Context: an optimization exercise on an open-source flow, tuned for a short achievable clock period and few clock cycles. The choices shown serve that exercise and are no tape-out recipe. The RTL was checked by simulation tests, not by an equivalence proof against the original design. Power figures rest on the tool's default switching activity, not on a simulated workload.

== north ==
## mips_top
module mips_top(clk, rst, imem_addr, imem_rdata, dmem_addr, dmem_we, dmem_wdata, dmem_rdata);
export LEC_CHECK = 0
export ABC_CLOCK_PERIOD_IN_PS = 2500
export CAP_MARGIN = 20
export CORE_MARGIN = 2
export CORE_UTILIZATION = 60
export PLACE_DENSITY = 0.7
export SETUP_SLACK_MARGIN = 5
export SLEW_MARGIN = 20
export SYNTH_HIERARCHICAL = 1
create_clock -name core_clock -period 10.5 [get_ports {clk}]
standard.sh (not shown) runs the stock make flow with config.mk's settings and CLKGATE_MAP_FILE= SYNTH_SCRIPT=/design/flow/synth_recipe.tcl, a recipe that flattens the netlist after the stock synthesis.
==> flow/flow/run.sh <==
#!/bin/bash
set -euo pipefail
MARGIN=$(cat flow/margin.txt)
bash standard.sh synth > synth_make.log 2>&1
bash standard.sh SETUP_SLACK_MARGIN=$MARGIN finish > layout_make.log 2>&1
==> flow/flow/margin.txt <==
7.4
Testbench counts of north, summed over its fixed seeds: cycles 12,158.
Changes in south relative to north:
- CORE_UTILIZATION: 60 -> 40
- PLACE_DENSITY: 0.7 -> 0.6
Results
Diff north -> south | clock skew | increase of 0.0085 ns
From north to south the numbers moved as follows: total wire length after detailed routing now sits higher; sequential share of the synthesized area now sits at about the same level; relative contribution of the clock network to total power now sits lower; post-route standard cell area excluding fillers now sits higher.
Cmp south vs north: clock period minus final worst setup slack lower in south
| worst IR drop on VDD | higher: south |
Per the comparison of south with north, relative area of non-clock buffer cells in the final design saw an increase; static leakage rose by about 2%; highest net fanout along the worst path moved down.

---

mips_top, a different RTL version from the one above (not shown whole).
Size: about 5,800 cells after synthesis, about 160 I/O pins.
==> flow/config.mk <==
export PLATFORM = sky130hd
export DESIGN_NAME = mips_top
export DESIGN_NICKNAME = mips_top
export VERILOG_FILES = /design/flow/design.v
export SDC_FILE = /design/flow/constraint.sdc
export NUM_CORES = 4
export LEC_CHECK = 0
export ABC_CLOCK_PERIOD_IN_PS = 2500
export CAP_MARGIN = 20
export CORE_MARGIN = 2
export CORE_UTILIZATION = 40
export PLACE_DENSITY = 0.6
export SETUP_SLACK_MARGIN = 5
export SLEW_MARGIN = 20
export SYNTH_HIERARCHICAL = 1
==> flow/constraint.sdc <==
create_clock -name core_clock -period 10.5 [get_ports {clk}]
set_input_delay 2.1000 -clock core_clock [delete_from_list [all_inputs] [get_ports {clk}]]
set_output_delay 2.1000 -clock core_clock [all_outputs]
set_load 0.01 [all_outputs]
==> flow/flow/margin.txt <==
7.0
Scripts as last shown in full above: flow/flow/run.sh
Testbench counts at the start, summed over its fixed seeds: cycles 11,662.
Then changed:
==> flow/flow/margin.txt (replaced) <==
7.4
Settings changed: CORE_UTILIZATION 40 to 60, PLACE_DENSITY 0.6 to 0.7.
What happened:
- final area rises by 3.5%
- area after synthesis is unchanged
- total power goes up by 3.2%
- global-route usage grows by 14 points
- setup slack gets better by 0.11 ns
- synthesized cell count does not change
- worst hold slack gets worse by 0.0031 ns
- clock-buffer cell count came out lower by 16
Then changed:
Settings changed: CORE_UTILIZATION 60 to 40, PLACE_DENSITY 0.7 to 0.6.
Outcome: The changed run passed the timing, DRC and antenna checks. Critical path depth decreases by 12. Cell count increases by 11%. Register-to-register slack improves by 0.05 ns. Clock power increases by 10%. Global-route usage decreases by 12 points. Final area increases by 3.1%. Clock-buffer cell count increases by 7.
Then changed:
==> flow/run.sh (new file) <==
#!/bin/bash
# synth_recipe.tcl (not shown) runs the flow's synth.tcl, then flattens the netlist and writes it again
# the make line also repeats each setting of config.mk as NAME=value (left out here)
make -C /OpenROAD-flow-scripts/flow DESIGN_CONFIG=/design/flow/config.mk WORK_HOME=/design/flow/orfs CLKGATE_MAP_FILE= SYNTH_SCRIPT=/design/flow/synth_recipe.tcl finish
removed: flow/flow/run.sh
removed: flow/flow/margin.txt
removed: flow/standard.sh
Effect: Non-clock buffer count drops by 276. Global-route usage shrinks by 1.6 points. Register-to-register slack gets worse by 1.5 ns. Core utilization shrinks by 4.5 points. Design area came out lower by 8.9%. Via count decreases by 5.3%. Sequential power barely changes. Clock-buffer cell count climbs by 10. Setup slack gets worse by 1.5 ns.
Then changed:
==> flow/flow/run.sh (new file) <==
#!/bin/bash
set -euo pipefail
MARGIN=$(cat flow/margin.txt)
bash standard.sh synth > synth_make.log 2>&1
bash standard.sh SETUP_SLACK_MARGIN=$MARGIN finish > layout_make.log 2>&1
==> flow/flow/margin.txt (new file) <==
7.4
==> flow/standard.sh (new file) <==
#!/bin/bash
# synth_recipe.tcl (not shown) runs the flow's synth.tcl, then flattens the netlist and writes it again
# the make line also repeats each setting of config.mk as NAME=value (left out here)
make -C /OpenROAD-flow-scripts/flow DESIGN_CONFIG=/design/flow/config.mk WORK_HOME=/design/flow/orfs CLKGATE_MAP_FILE= SYNTH_SCRIPT=/design/flow/synth_recipe.tcl "${@:-finish}"
Settings changed: CTS_CLUSTER_DIAMETER set to 60, CTS_CLUSTER_SIZE set to 20.
removed: flow/run.sh
Effect: Sequential power hardly moves; design area is higher by 6.0%; routed wire length increases by 6.2%; setup slack improves by 1.5 ns; total power goes down by 2.4%; core utilization is higher by 2.7 points.

==> re-timing with driven ports <==
Ports are ideal in the flow. The routed layouts listed here were re-timed in OpenROAD. Step 1 assumes that a clkbuf_16 drives the clock port and a buf_2 every other input. Step 2, shift: input delay + t, output delay - t, t = (earliest + latest rising clock arrival at the registers) / 2. This alone moves slack from input paths to output paths. Three values: ideal, step 1, step 2; two values: the first two.
run	t, ns	setup WS [ns]	worst setup path at the end	worst data-port slew with drivers (ns)
north	0.841	6.818 / 6.818 / 6.161	input to register	0.07
south	0.853	6.945 / 6.881 / 6.188	input to register	0.08
the first run of note 2	0.886	6.918 / 6.918 / 6.100	input to register	0.14
the second run of note 2	0.895	7.031 / 6.965 / 6.228	input to register	0.05
the third run of note 2	0.899	7.063 / 6.988 / 6.189	input to register	0.10
the fourth run of note 2	0.912	5.565 / 5.565 / 5.565	register to register	0.11
the fifth run of note 2	0.877	7.028 / 6.974 / 6.228	input to register	0.11
After both steps setup and hold are still met in every run listed. For the third run of note 2, which loses most, drivers alone change the setup slack by -0.075 ns; drivers and shift together by -0.874 ns.
